Background: an optimization exercise with open tools, aiming at small area, a short achievable clock period and few clock cycles. Do not read the settings as production practice. No functional check of the RTL was part of any run shown here. No activity file was given, so power comes from the tool's default toggle rates.

===== flow/config.mk =====
export PLATFORM = sky130hd
export DESIGN_NAME = cpu
export DESIGN_NICKNAME = cpu
export VERILOG_FILES = /design/flow/design.v
export SDC_FILE = /design/flow/constraint.sdc
export NUM_CORES = 4
export LEC_CHECK = 0
export ABC_CLOCK_PERIOD_IN_PS = 3000
export CAP_MARGIN = 20
export CORE_MARGIN = 2
export CORE_UTILIZATION = 40
export CTS_CLUSTER_DIAMETER = 70
export CTS_CLUSTER_SIZE = 30
export PLACE_DENSITY = 0.55
export SETUP_SLACK_MARGIN = 5
export SLEW_MARGIN = 20
export TNS_END_PERCENT = 0

===== flow/constraint.sdc =====
create_clock -name core_clock -period 10.0 [get_ports {clk_in}]
set_input_delay 2.0000 -clock core_clock [delete_from_list [all_inputs] [get_ports {clk_in}]]
set_output_delay 2.0000 -clock core_clock [all_outputs]
set_load 0.01 [all_outputs]

===== flow/flow/run.sh =====
#!/bin/bash
# The standard layout, with faster port buffers and a repair that aims
# further below the clock period. Make's output goes to flow.log.
set -euo pipefail
bash standard.sh "BUFFER_PORTS_ARGS=-buffer_cell sky130_fd_sc_hd__buf_4" \
    SETUP_SLACK_MARGIN=7 finish > flow.log 2>&1

===== flow/design.v =====
module cpu(
    input  wire                 clk_in,
    input  wire                 rst_in,
    input  wire                 rdy_in,
    input  wire [ 7:0]          mem_din,
    output reg  [ 7:0]          mem_dout,
    output wire [31:0]          mem_a,
    output reg                  mem_wr
);
    reg [31:0] A, B, IR;
    reg [31:0] R;          
    reg [31:0] W;          
    reg [14:0] pc;         
    reg [14:0] fpc;        
    reg [1:0]  fstep;      
    reg [17:0] ma;
    assign mem_a = {14'b0, ma};
    reg        iss_f, iss_l, iss_last;
    reg [1:0]  iss_lane;
    reg        cap_f, cap_l, cap_last;
    reg [1:0]  cap_lane;
    reg [1:0]  mrem;       
    reg        dec;        
    reg        ldwb;       
    reg [4:0]  ra;         
    reg        ex_alu, wb_alu, ex_rdnz, ex_arith, ex_br;
    reg        op_add, op_sll, op_slt, op_sltu, op_xor, op_srx, op_or, op_and;
    reg [4:0]  sh;         
    reg [15:0] slo;        
    reg        c16;        
    reg [4:0]  ex_rd;
    reg [31:1] wsel;       
    reg [2:0]  ex_f3;
    reg        c_eqh, c_eql, c_ltuh, c_ltul, c_lth;   
    wire rdA = cap_f & (cap_lane == 2'd3);
    wire rdB = cap_f & (cap_lane == 2'd0);
    wire [2:0] f3 = IR[14:12];
    wire [6:0] opc = mem_din[6:0];
    reg is_jb, is_br, is_jal, is_u, is_lui, is_mem, is_st, is_ld, is_alu, is_op, alu_sub, is_sll;
    always @(posedge clk_in) begin
        if (rst_in) begin
            is_jb <= 1'b0; is_br <= 1'b0; is_jal <= 1'b0;
            is_u <= 1'b0; is_lui <= 1'b0; is_mem <= 1'b0; is_st <= 1'b0;
            is_ld <= 1'b0; is_alu <= 1'b0; is_op <= 1'b0; alu_sub <= 1'b0; is_sll <= 1'b0;
        end else begin
            is_jb   <= rdB & opc[6];                           
            is_br   <= rdB & opc[6] & ~opc[2];
            is_jal  <= rdB & opc[6] & opc[3];
            is_u    <= rdB & ~opc[6] & opc[2];                 
            is_lui  <= rdB & ~opc[6] & opc[2] & opc[5];
            is_mem  <= rdB & ~opc[6] & ~opc[4];                
            is_st   <= rdB & ~opc[6] & ~opc[4] & opc[5];
            is_ld   <= rdB & ~opc[6] & ~opc[4] & ~opc[5];
            is_alu  <= rdB & ~opc[6] & opc[4] & ~opc[2];       
            is_op   <= rdB & ~opc[6] & opc[4] & ~opc[2] & opc[5];
            is_sll  <= rdB & ~opc[6] & opc[4] & ~opc[2] & IR[14:12] == 3'b001;
            alu_sub <= rdB & ~opc[6] & opc[4] & ~opc[2] &
                       ((opc[5] & IR[30] & IR[14:12] == 3'b000) | IR[14:13] == 2'b01);
        end
    end
    wire eq   = c_eqh & c_eql;
    wire ltu  = c_ltuh | (c_eqh & c_ltul);
    wire lt   = c_lth  | (c_eqh & c_ltul);
    wire cond = (ex_f3[2] ? (ex_f3[1] ? ltu : lt) : eq) ^ ex_f3[0];
    wire mis  = ex_br & ~cond;     
    wire [11:0] imm12 = is_st ? {IR[31:25], IR[11:7]} : IR[31:20];
    wire [17:0] addr  = A[17:0] + {{6{imm12[11]}}, imm12};
    wire [14:0] ptgt  = pc + {IR[16:12], IR[20], IR[30:22]};
    wire [14:0] btgt0 = pc + {{4{IR[31]}}, IR[31], 1'b0, IR[30:25], IR[11:9]};
    wire [14:0] btgt  = mem_din[7] ? {btgt0[14:9] + 6'd1, btgt0[8:0]} : btgt0;
    wire        early = rdB & mem_din[6] & (~mem_din[2] | mem_din[3]);
    wire [14:0] etgt  = mem_din[3] ? ptgt : btgt;
    wire [14:0] pnext = pc + 15'd1;
    wire [14:0] target = addr[16:2];    
    function [31:0] rev(input [31:0] x);
        integer i;
        for (i = 0; i < 32; i = i + 1) rev[i] = x[31 - i];
    endfunction
    wire [31:0] A_n = is_u  ? (is_lui ? 32'b0 : {15'b0, pc, 2'b00}) :
                      is_jb ? {15'b0, pnext, 2'b00} :
                      is_sll ? rev(A) : A;
    wire [31:0] B_n = is_u   ? {IR[31:12], 12'b0} :
                      is_jb  ? 32'b0 :
                      is_alu ? (is_op ? R : {{20{IR[31]}}, IR[31:20]}) ^ {32{alu_sub}} : R;
    wire [16:0] s_lo = {1'b0, A_n[15:0]} + {1'b0, B_n[15:0]} + {16'b0, alu_sub};
    reg  [31:0] ldext;
    always @(*) begin
        case (ex_f3)
            3'b000: ldext = {{24{B[31]}}, B[31:24]};
            3'b100: ldext = {24'b0, B[31:24]};
            3'b001: ldext = {{16{B[31]}}, B[31:16]};
            3'b101: ldext = {16'b0, B[31:16]};
            default: ldext = B;
        endcase
    end
    wire        wact = wb_alu | ldwb;
    wire [31:0] wd   = ldwb ? ldext : W;
    wire        fwd  = wact & ex_rdnz & (ex_rd == ra);
    wire [31:0] rv [0:31];
    assign rv[0] = 32'b0;
    genvar g;
    generate
        for (g = 1; g < 32; g = g + 1) begin : x
            reg [31:0] r;
            always @(posedge clk_in)
                if (wact & wsel[g]) r <= wd;
            assign rv[g] = r;
        end
    endgenerate
    wire [31:0] rdata = fwd ? wd : rv[ra];
    wire [31:0] alu_c;
    alu alu(.op_add(op_add), .op_sll(op_sll), .op_slt(op_slt), .op_sltu(op_sltu),
            .op_xor(op_xor), .op_srx(op_srx), .op_or(op_or), .op_and(op_and),
            .arith(ex_arith), .sh(sh), .slo(slo), .c16(c16), .a(A), .b(B), .c(alu_c));
    always @(posedge clk_in)
        W <= alu_c;
    always @(posedge clk_in) begin
        if (cap_f & ~mis) IR[8*cap_lane +: 8] <= mem_din;
        if (cap_f & cap_lane == 2'd2) ra <= {mem_din[3:0], IR[15]};
        else if (rdA) ra <= {mem_din[0], IR[23:20]};
        R <= rdata;
        if (rdB) A <= R;           
        else if (dec) A <= A_n;
        if (dec) sh <= is_op ? R[4:0] : IR[24:20];
        if (dec & ~is_mem) B <= B_n;
        else if (dec) B <= {mem_din, R[31:8]};    
        else if (cap_l | (mrem != 2'd0 & mem_wr)) B <= {mem_din, B[31:8]};
        if (dec) begin
            ex_rd    <= IR[11:7];
            wsel     <= {31'b0, 1'b1} << IR[11:7] >> 1;
            ex_f3    <= f3;
            ex_arith <= IR[30] & f3 == 3'b101;
            op_add   <= ~is_alu | f3 == 3'b000;
            op_sll   <= is_alu & f3 == 3'b001;
            op_slt   <= is_alu & f3 == 3'b010;
            op_sltu  <= is_alu & f3 == 3'b011;
            op_xor   <= is_alu & f3 == 3'b100;
            op_srx   <= is_alu & f3 == 3'b101;
            op_or    <= is_alu & f3 == 3'b110;
            op_and   <= is_alu & f3 == 3'b111;
            slo      <= s_lo[15:0];
            c16      <= s_lo[16];
            c_eqh    <= A[31:16] == R[31:16];
            c_eql    <= A[15:0] == R[15:0];
            c_ltuh   <= A[31:16] < R[31:16];
            c_ltul   <= A[15:0] < R[15:0];
            c_lth    <= (A[31] ^ R[31]) ? A[31] : (A[30:16] < R[30:16]);
        end
        mem_dout <= dec ? R[7:0] : B[7:0];
    end
    always @(posedge clk_in) begin
        if (rst_in) begin
            ma <= 18'd1;
            mem_wr <= 1'b0;
            iss_f <= 1'b1; iss_lane <= 2'd1; iss_l <= 1'b0; iss_last <= 1'b0;
            cap_f <= 1'b0; cap_l <= 1'b0; cap_last <= 1'b0; cap_lane <= 2'd0;
            fpc <= 15'd0; fstep <= 2'd1; pc <= 15'd0;
            mrem <= 2'd0;
            dec <= 1'b0; ldwb <= 1'b0;
            ex_alu <= 1'b0; wb_alu <= 1'b0; ex_rdnz <= 1'b0; ex_br <= 1'b0;
        end else begin
            cap_f <= iss_f & ~mis; cap_lane <= iss_lane; cap_l <= iss_l; cap_last <= iss_last;
            dec <= rdB;
            ldwb <= cap_l & cap_last;
            ex_alu <= dec & ~is_mem & ~is_br;
            ex_br <= is_br;
            wb_alu <= ex_alu;
            if (dec) ex_rdnz <= (IR[11:7] != 5'd0);
            if (fstep == 2'd3 & mrem == 2'd0) begin
                pc <= fpc;
                fpc <= fpc + 15'd1;
            end
            if (dec & ~is_br & ~is_jal) begin
                if (is_jb) begin
                    ma <= {1'b0, target, 2'b01};
                    iss_f <= 1'b1; iss_lane <= 2'd1; iss_l <= 1'b0;
                    fpc <= target; fstep <= 2'd1;
                end else if (is_mem) begin
                    ma <= addr;
                    mem_wr <= is_st;
                    iss_f <= 1'b0; iss_l <= is_ld;
                    iss_last <= (f3[1:0] == 2'b00);
                    mrem <= {f3[1], f3[1] | f3[0]};
                end else begin
                    ma[1:0] <= 2'd3;
                    iss_lane <= 2'd3;
                    fstep <= 2'd3;
                end
            end else if (mis) begin
                ma <= {1'b0, pnext, 2'b10};
                iss_lane <= 2'd2;
                fpc <= pnext; fstep <= 2'd2;
            end else if (mrem != 2'd0) begin
                ma[1:0] <= ma[1:0] + 2'd1;
                mrem <= mrem - 2'd1;
                iss_last <= (mrem == 2'd1);
            end else begin
                ma <= {1'b0, fpc, fstep + 2'd1};
                mem_wr <= 1'b0;
                iss_f <= 1'b1; iss_lane <= fstep + 2'd1; iss_l <= 1'b0;
                fstep <= fstep + 2'd1;
            end
            if (early) begin
                ma[16:0] <= {etgt, 2'b01};
                iss_lane <= 2'd1;
                fpc <= etgt; fstep <= 2'd1;
            end
        end
    end
endmodule
module alu(
    input  wire        op_add, op_sll, op_slt, op_sltu, op_xor, op_srx, op_or, op_and,
    input  wire        arith,   
    input  wire [4:0]  sh,      
    input  wire [15:0] slo,     
    input  wire        c16,     
    input  wire [31:0] a,
    input  wire [31:0] b,
    output wire [31:0] c
);
    wire [16:0] shi = {1'b0, a[31:16]} + {1'b0, b[31:16]} + {16'b0, c16};
    wire [31:0] sum = {shi[15:0], slo};
    wire ltu = ~shi[16];
    wire lt  = (a[31] == b[31]) ? a[31] : sum[31];
    function [31:0] rev(input [31:0] x);
        integer i;
        for (i = 0; i < 32; i = i + 1) rev[i] = x[31 - i];
    endfunction
    wire        fill = arith & a[31];
    wire [31:0] h0  = sh[0] ? {fill, a[31:1]} : a;
    wire [31:0] h1  = sh[1] ? {{2{fill}}, h0[31:2]} : h0;
    wire [31:0] h2  = sh[2] ? {{4{fill}}, h1[31:4]} : h1;
    wire [31:0] h3  = sh[3] ? {{8{fill}}, h2[31:8]} : h2;
    wire [31:0] shr = sh[4] ? {{16{fill}}, h3[31:16]} : h3;
    assign c = ({32{op_add}} & sum) |
               ({32{op_sll}} & rev(shr)) |
               ({32{op_srx}} & shr) |
               {31'b0, (op_slt & lt) | (op_sltu & ltu)} |
               ({32{op_xor}} & (a ^ b)) |
               ({32{op_or}}  & (a | b)) |
               ({32{op_and}} & (a & b));
endmodule

===== flow/standard.sh =====
#!/bin/bash
# synth_recipe.tcl (not shown) runs the flow's synth.tcl, then flattens the netlist and writes it again
# the make line also repeats each setting of config.mk as NAME=value (left out here)
make -C /OpenROAD-flow-scripts/flow DESIGN_CONFIG=/design/flow/config.mk WORK_HOME=/design/flow/orfs CLKGATE_MAP_FILE= SYNTH_SCRIPT=/design/flow/synth_recipe.tcl "${@:-finish}"

==> flow_metrics.py, run 1 <==
metrics = {
    "outcome": {
        "status": "no timing/DRC/antenna violations",
    },
    "clock_tree": {
        "clock_latency_ps": 740,
        "path_clk_slew_ps": 100,
        "ctsHoldBuffers": 0,
        "cts_sinks": 1312,
        "cts_tree": "yes",
        "cts.path.max_buffers": 3,
        "clockRootBuffer": "clkbuf_16",
        "numCtsBuffers": 73,
        "h-tree-depth": 3,
    },
    "critical_path": {
        "cp_top_family": "compound AO/OA/AOI/OAI gates",
        "cpMaxStageDelayCell": "edfxtp_1",
        "required_ps": 10430,
        "path_buf_inv": 1,
        "cp-endpoint": "slo[14]",
        "crit_type": "flop to flop",
        "end_kind": "flop",
        "crit_cells": 12,
        "start_kind": "flop",
        "reg2reg_from": "A[4]",
        "arrival_ps": 3930,
        "timing.critical_path.mode_cell": "a31oi_4",
        "cpPeakStageDelay_ps": 500,
        "ff2ff_path_depth": 12,
        "crit_chain": "buf_4, mux2i_1, o22a_1, o21ai_1, ha_1, a21boi_2, o21a_1, a211o_1, nand4_1, a31oi_4, a31oi_4, xnor2_1",
        "r2r-end": "slo[14]",
        "rrSetupSlack_ps": 6510,
        "crit_start": "A[4]",
        "worstPathMaxFanout": 8,
    },
    "min_path": {
        "hold_class": "flop to flop",
    },
    "route": {
        "routedWlPerCell_um": 33.12,
        "drtAntennaViolNets": 0,
        "route.vias.total": 41470,
        "dr.pass1.iters": 6,
        "viasPerCell": 6.381,
        "routed_wl_um": 215200,
        "drt_iter0_drc": 6935,
        "drc": 0,
    },
    "timing": {
        "fin_crit_ps": 3491,
        "period_share_pct": 34.91,
        "relSlewSlack_pct": 25.88,
        "max_clock_freq_mhz": 286.4,
        "timing.final.ws_setup_ps": 6509,
        "tightest_slew_ps": 1112,
        "drv_slew": 0,
        "hold_viol_final": 0,
        "timing.clock.skew_ps": 63.29,
        "rsz0062_at_grt": "yes",
        "tns_ps": 0,
        "finalSetupViolCount": 0,
    },
    "layout": {
        "mostFrequentLayoutCells": "1161 x edfxtp_1, 353 x nand2_1, 259 x a22oi_1",
        "fin_util_pct": 44.95,
        "areaGrowthSynthToFinish_pct": 11.38,
        "final_common_cell": "edfxtp_1",
        "final_nets": 4720,
        "drive_gt1_share_pct": 12.30,
        "fin_cells": 6498,
    },
    "power": {
        "vdd_ir_drop_max_mv": 0.1331,
        "p_leak_nw": 21.57,
        "p_per_area_nw_per_um2": 210.8,
    },
    "grt": {
        "grt_max_degree": 88,
        "grt_util_all_layers_pct": 28.40,
        "antenna_found_initial": 5,
        "grt_overflow": 0,
        "grt_pass1_wl_um": 296300,
        "grt_pass1_vias": 38050,
    },
    "synthesis": {
        "yosys_warnings": 2,
        "seq_area_frac_synth_pct": 65.27,
        "syn_inst": 4523,
        "syn_area_um2": 58050,
        "avgSynthCellArea_um2": 12.83,
        "ys.flop_type": "edfxtp_1",
        "ys_ff_latch": 1312,
        "synth_edf_count": 1161,
        "async_flop_share_pct": 0,
        "yosysUniqueCellTypes": 82,
    },
    "floorplan": {
        "boundaryPins": 52,
        "die_w_um": 385.0,
        "initial_core_util_pct": 40.36,
        "die_area_um2": 148200,
        "die_h_um": 385.0,
        "num_rows": 139,
        "core_region_area_um2": 143800,
    },
    "placement": {
        "dp.cells": 6308,
        "place_ws_ps": 5295,
        "placement.io_buffers": 36,
        "place.gp.congestion": 0.9188,
        "dp_hpwl_um": 123900,
    },
    "run": {
        "cap_violations": 0,
    },
}
through the flow:
| stage | area [um2] | total power, W | hold slack, ps |
|---|---|---|---|
| 6_report | 64650 | 0.01363 | 466.0 |
| 5_1_grt | 64650 | 0.01407 | 469.2 |
| 4_1_cts | 64380 | 0.01353 | 466.5 |
| 3_5_place_dp | 61040 | 0.009876 | 428.9 |
| 3_3_place_gp | 61030 | 0.009845 | 428.8 |
| 2_1_floorplan | 58100 | 0.008647 | 413.8 |
per-layer routing:
layer  global-route usage (%)  vias up  wire [um]
met4                    8.167        4       6528
met2                    44.13     2351      97410
met1                    41.33    21290      90070
met3                    4.107      293      21200
met5                        0        -         26
li1                         -    17520          -
area by class of cell:
cell class	count	area, um2
repair buffers	207	1657
fillers	12860	79170
diodes	2	5.005
inverters	184	706.9
well taps	1903	2381
flip-flops and latches	1312	37910
multi-input cells	2763	19360
clock inverters	52	778.2
clock buffers	75	1856
cell usage after synthesis (10+ instances only):
master / instances / area (um2)
a211o_1: 10 / 87.58
a211oi_1: 27 / 202.7
a21o_1: 25 / 187.7
a21oi_1: 232 / 1161
a221o_1: 28 / 280.3
a221oi_1: 126 / 1104
a222oi_1: 32 / 320.3
a22o_1: 112 / 980.9
a22oi_1: 259 / 1944
a31oi_1: 27 / 168.9
a41o_1: 16 / 160.2
and2_1: 16 / 100.1
and3_1: 19 / 118.9
buf_1: 26 / 97.59
buf_4: 17 / 127.6
clkbuf_1: 228 / 855.8
dfxtp_1: 151 / 3023
edfxtp_1: 1161 / 34860
ha_1: 161 / 2014
inv_1: 182 / 683.2
mux2_2: 30 / 337.8
mux2i_1: 72 / 720.7
mux4_2: 11 / 247.7
nand2_1: 357 / 1340
nand2b_1: 27 / 168.9
nand3_1: 132 / 660.6
nand4_1: 55 / 344.1
nor2_1: 262 / 983.4
nor2b_1: 50 / 312.8
nor3_1: 62 / 310.3
nor4_1: 21 / 131.4
o2111ai_1: 10 / 87.58
o211ai_1: 40 / 300.3
o21a_1: 18 / 135.1
o21ai_0: 274 / 1371
o221ai_1: 15 / 131.4
o22ai_1: 19 / 118.9
xnor2_1: 65 / 569.3
xor2_1: 26 / 227.7
worst reg2reg max path: stages (launching register included):
cell and delay [ps]:
edfxtp_1 500, buf_4 270, mux2i_1 120, o22a_1 190, o21ai_1 430, ha_1 380, a21boi_2 180, o21a_1 190
a211o_1 310, nand4_1 160, a31oi_4 130, a31oi_4 240, xnor2_1 130
repair_timing:
| item | CTS | global route |
|---|---|---|
| pin swaps | 13 | 14 |
| endpoints found under the setup margin | 139 | 137 |
| buffers inserted | 42 | 15 |
| gates cloned | 3 | 1 |
| gates resized for setup | 103 | 34 |
kinds of logic after synthesis:
kind of cell / after synthesis / synth area share (%)
flip-flops: 1312 / 65.27
XOR/XNOR: 92 / 1.401
other: 1 / 0.006460
AND/OR/NAND/NOR: 1042 / 8.234
multiplexers: 113 / 2.250
adder cells (fa/ha/maj): 168 / 3.712
buffers and inverters: 463 / 3.147
AO/OA/AOI/OAI: 1332 / 15.98
registers in the layout, summed over array words and instances, names as in the netlist, 8 cells and up:
signal    count
A            32
B            32
IR           25
R            32
W            32
fpc          15
ma           18
mem_dout      8
pc           15
slo          16
wsel         31
x.r         992
worst min-delay path by stage:
| stage | from | to | slack [ps] | cells past startpoint |
|---|---|---|---|---|
| floorplan | ex_alu | wb_alu | 410 | 1 |
| global placement | ex_alu | wb_alu | 430 | 1 |
| detailed placement | ex_alu | wb_alu | 430 | 1 |
| CTS | is_ld | iss_l | 470 | 2 |
| global route | ex_alu | wb_alu | 470 | 1 |
| finish | ex_alu | wb_alu | 470 | 1 |
where the power goes:
group | leakage, nW | switching, W | internal (W) | total [W]
clock network | 1.26 | 0.00206 | 0.00157 | 0.00363
registers | 11.5 | 0.000405 | 0.00655 | 0.00696
logic | 8.79 | 0.00202 | 0.00102 | 0.00303
==> inputs of run 2 (changes only) <==
--- a/flow/config.mk
+++ b/flow/config.mk
@@ -8,10 +8,10 @@
 export ABC_CLOCK_PERIOD_IN_PS = 3000
 export CAP_MARGIN = 20
 export CORE_MARGIN = 2
-export CORE_UTILIZATION = 40
-export CTS_CLUSTER_DIAMETER = 70
-export CTS_CLUSTER_SIZE = 30
-export PLACE_DENSITY = 0.55
+export CORE_UTILIZATION = 65
+export CTS_CLUSTER_DIAMETER = 60
+export CTS_CLUSTER_SIZE = 25
+export PLACE_DENSITY = 0.75
 export SETUP_SLACK_MARGIN = 5
 export SLEW_MARGIN = 20
 export TNS_END_PERCENT = 0
==> run 2 against run 1 <==
Compared with the run above: highest routed layer unchanged; synthesized area did not move; worst hold slack got worse by 7.1 ps; power rose by 1.5%; critical endpoint is now W[31]; routed wire length fell by 8.0%.
==> flow_metrics.py, run 2 <==
metrics = {
    "grt": {
        "antenna_found_initial": 3,
        "grt_pass1_wl_um": 277100,
        "grt_pass1_vias": 39020,
        "grt_overflow": 0,
        "grt_util_all_layers_pct": 42.80,
        "grt_max_degree": 76,
    },
    "power": {
        "p_per_area_nw_per_um2": 216.0,
        "vdd_ir_drop_max_mv": 0.1873,
        "p_leak_nw": 21.71,
    },
    "floorplan": {
        "initial_core_util_pct": 65.58,
        "core_region_area_um2": 88510,
        "die_h_um": 302.8,
        "die_w_um": 302.8,
        "die_area_um2": 91710,
        "num_rows": 109,
        "boundaryPins": 52,
    },
    "clock_tree": {
        "cts_sinks": 1312,
        "path_clk_slew_ps": 100,
        "cts.path.max_buffers": 3,
        "ctsHoldBuffers": 0,
        "clockRootBuffer": "clkbuf_16",
        "numCtsBuffers": 87,
        "cts_tree": "yes",
        "clock_latency_ps": 710,
        "h-tree-depth": 3,
    },
    "synthesis": {
        "syn_inst": 4523,
        "async_flop_share_pct": 0,
        "synth_top_cells_by_count": "1161 x edfxtp_1, 357 x nand2_1, 274 x o21ai_0",
        "yosysUniqueCellTypes": 82,
        "synth_area_leaders": "edfxtp_1 60%, dfxtp_1 5.2%, ha_1 3.5%",
        "yosys_warnings": 2,
        "seq_area_frac_synth_pct": 65.27,
        "synth_edf_count": 1161,
        "synth.most_common_cell": "edfxtp_1",
        "syn_area_um2": 58050,
        "synth_top_cell_area_share_pct": 60.06,
        "avgSynthCellArea_um2": 12.83,
        "synth_top_area_cell": "edfxtp_1",
        "ys_ff_latch": 1312,
        "ys.flop_type": "edfxtp_1",
    },
    "placement": {
        "dp.cells": 5564,
        "placement.io_buffers": 36,
        "place.gp.congestion": 1.009,
        "dp_hpwl_um": 113800,
        "place_ws_ps": 5407,
        "post_dp_cell_area_um2": 60090,
    },
    "route": {
        "drt_iter0_drc": 8967,
        "routedWlPerCell_um": 34.20,
        "routed_wl_um": 197900,
        "dr.pass1.iters": 9,
        "viasPerCell": 7.373,
        "drtAntennaViolNets": 0,
        "route.vias.total": 42670,
        "drc": 0,
    },
    "timing": {
        "period_share_pct": 35.20,
        "tns_ps": 0,
        "hold_viol_final": 0,
        "rsz0062_at_grt": "yes",
        "tightest_slew_ps": 1152,
        "timing.clock.skew_ps": 86.84,
        "max_clock_freq_mhz": 284.1,
        "timing.final.ws_setup_ps": 6481,
        "finalSetupViolCount": 0,
        "relSlewSlack_pct": 23.23,
        "drv_slew": 0,
        "hold_slack_ps": 458.9,
        "fin_crit_ps": 3520,
    },
    "min_path": {
        "hold_class": "flop to flop",
        "worstHoldStart": "iss_l",
        "whs_path_depth": 1,
        "holdPathEnd": "cap_l",
    },
    "layout": {
        "drive_gt1_share_pct": 12.49,
        "stdcell_area_um2": 64010,
        "areaGrowthSynthToFinish_pct": 10.27,
        "final_common_cell": "edfxtp_1",
        "fillers": 5851,
        "final_nets": 4732,
        "top_register": "x.r",
        "fin_cells": 5787,
        "largest_reg_flops": 992,
        "mostFrequentLayoutCells": "1161 x edfxtp_1, 352 x nand2_1, 259 x a22oi_1",
    },
    "critical_path": {
        "r2r-end": "W[31]",
        "worstPathMaxFanout": 5,
        "start_kind": "flop",
        "ff2ff_path_depth": 11,
        "reg2reg_from": "B[17]",
        "arrival_ps": 4040,
        "timing.critical_path.mode_cell": "a21o_1",
        "cpPeakStageDelay_ps": 570,
        "cpMaxStageDelayCell": "edfxtp_1",
        "crit_type": "flop to flop",
        "required_ps": 10520,
        "end_kind": "flop",
        "crit_chain": "inv_1, ha_1, a21o_1, a21o_1, a21oi_1, o21ai_0, a2111o_1, and2_1, a41oi_2, nand4_1, o311ai_1",
        "rrSetupSlack_ps": 6480,
    },
    "run": {
        "cap_violations": 0,
    },
    "outcome": {
        "status": "no timing/DRC/antenna violations",
    },
}
## run 2: cell counts after synthesis
Identical to the previous run, type by type.
## run 2: per-stage QoR
| stage | power, W | util, % |
|---|---|---|
| after global routing | 0.01419 | 72.31 |
| after floorplan | 0.008647 | - |
| after CTS | 0.01360 | 71.95 |
| after global placement | 0.009702 | 67.87 |
| final | 0.01383 | 72.32 |
| after detailed placement | 0.009761 | 67.89 |
## run 2: how the worst max path moves through the flow
| stage | startpoint | end | slack [ps] | cells after the start |
|---|---|---|---|---|
| after floorplan | is_op | slo[14] | 6520 | 16 |
| after global placement | is_alu | slo[14] | 5500 | 14 |
| after detailed placement | is_alu | slo[14] | 5410 | 14 |
| after CTS | IR[20] | slo[14] | 6600 | 16 |
| after global routing | is_op | slo[4] | 6430 | 21 |
| final | B[17] | W[31] | 6480 | 11 |
## run 2: area by class of cell
type	instances	area [um2]	area share [%]
flip-flops and latches	1312	37920	59.25
clock inverters	60	814.5	1.273
multi-input cells	2762	19290	30.14
clock buffers	94	2203	3.442
repair buffers	206	1602	2.502
inverters	184	706.9	1.104
well taps	1165	1458	2.277
diodes	4	10.01	0.01564
## run 2: worst max-delay path: cells and delay by family, from the launching register on
kind                       cells  cell delay [ps]
DFF                            1              570
and+or+nand+nor                2              380
buffers and inverters          1              140
AOI/OAI and AO/OA              7             1930
adders and majority gates      1              310
## run 2: repair_timing
item,CTS,global route
buffers inserted,43,20
setup endpoints to repair,194,259
pin swaps,13,18
cloned,2,0
gates resized for setup,80,46
## run 2: logic make-up after synthesis
| family | after synthesis | synth area share (%) |
|---|---|---|
| and+or+nand+nor | 1042 | 8.234 |
| other | 1 | 0.006460 |
| DFF | 1312 | 65.27 |
| AOI/OAI and AO/OA | 1332 | 15.98 |
| muxes | 113 | 2.250 |
| buffers and inverters | 463 | 3.147 |
| adders and majority gates | 168 | 3.712 |
| xor gates and xnor gates | 92 | 1.401 |
## run 2: per-layer routing
metal / GRT usage, % / vias to the layer above / routed length [um]
met1: 61.18 / 20460 / 69570
met4: 17.85 / 8 / 10220
li1: - / 17560 / -
met2: 61.93 / 3989 / 84180
met5: 0 / - / 146
met3: 12.47 / 659 / 33820
## run 2: power breakdown
part | leakage [nW] | internal [W] | switching (W)
logic | 8.75 | 0.00102 | 0.00199
registers | 11.5 | 0.00656 | 0.000386
clock network | 1.44 | 0.00180 | 0.00208

-- static timing again, ports no longer ideal --
The flow's constraints put no driver on any port. The routed layouts listed below were extracted and timed again, unchanged, in two steps.
Step 1 assumes that a clkbuf_16 drives the clock port and a buf_2 every other input.
Step 2, shift: input delay + t, output delay - t, t = (earliest + latest rising clock arrival at the registers) / 2. This alone moves slack from input paths to output paths.
Slacks: no drivers / after step 1 / after step 2; pairs: no drivers / after step 1.
run | t, ns | slack for setup (ns) | worst register clock-pin slew, ns | worst slew at a driven data input, ns | pins driven straight from the clock port
run 1 | 0.788 | 6.509 / 6.509 / 5.882 | 0.12 / 0.12 | 0.03 | 1
run 2 | 0.742 | 6.481 / 6.481 / 5.987 | 0.10 / 0.10 | 0.09 | 1
After both steps every run listed still meets setup and hold. For run 1, which loses most, drivers alone change the setup slack by 0.000 ns; drivers and shift together by -0.627 ns.
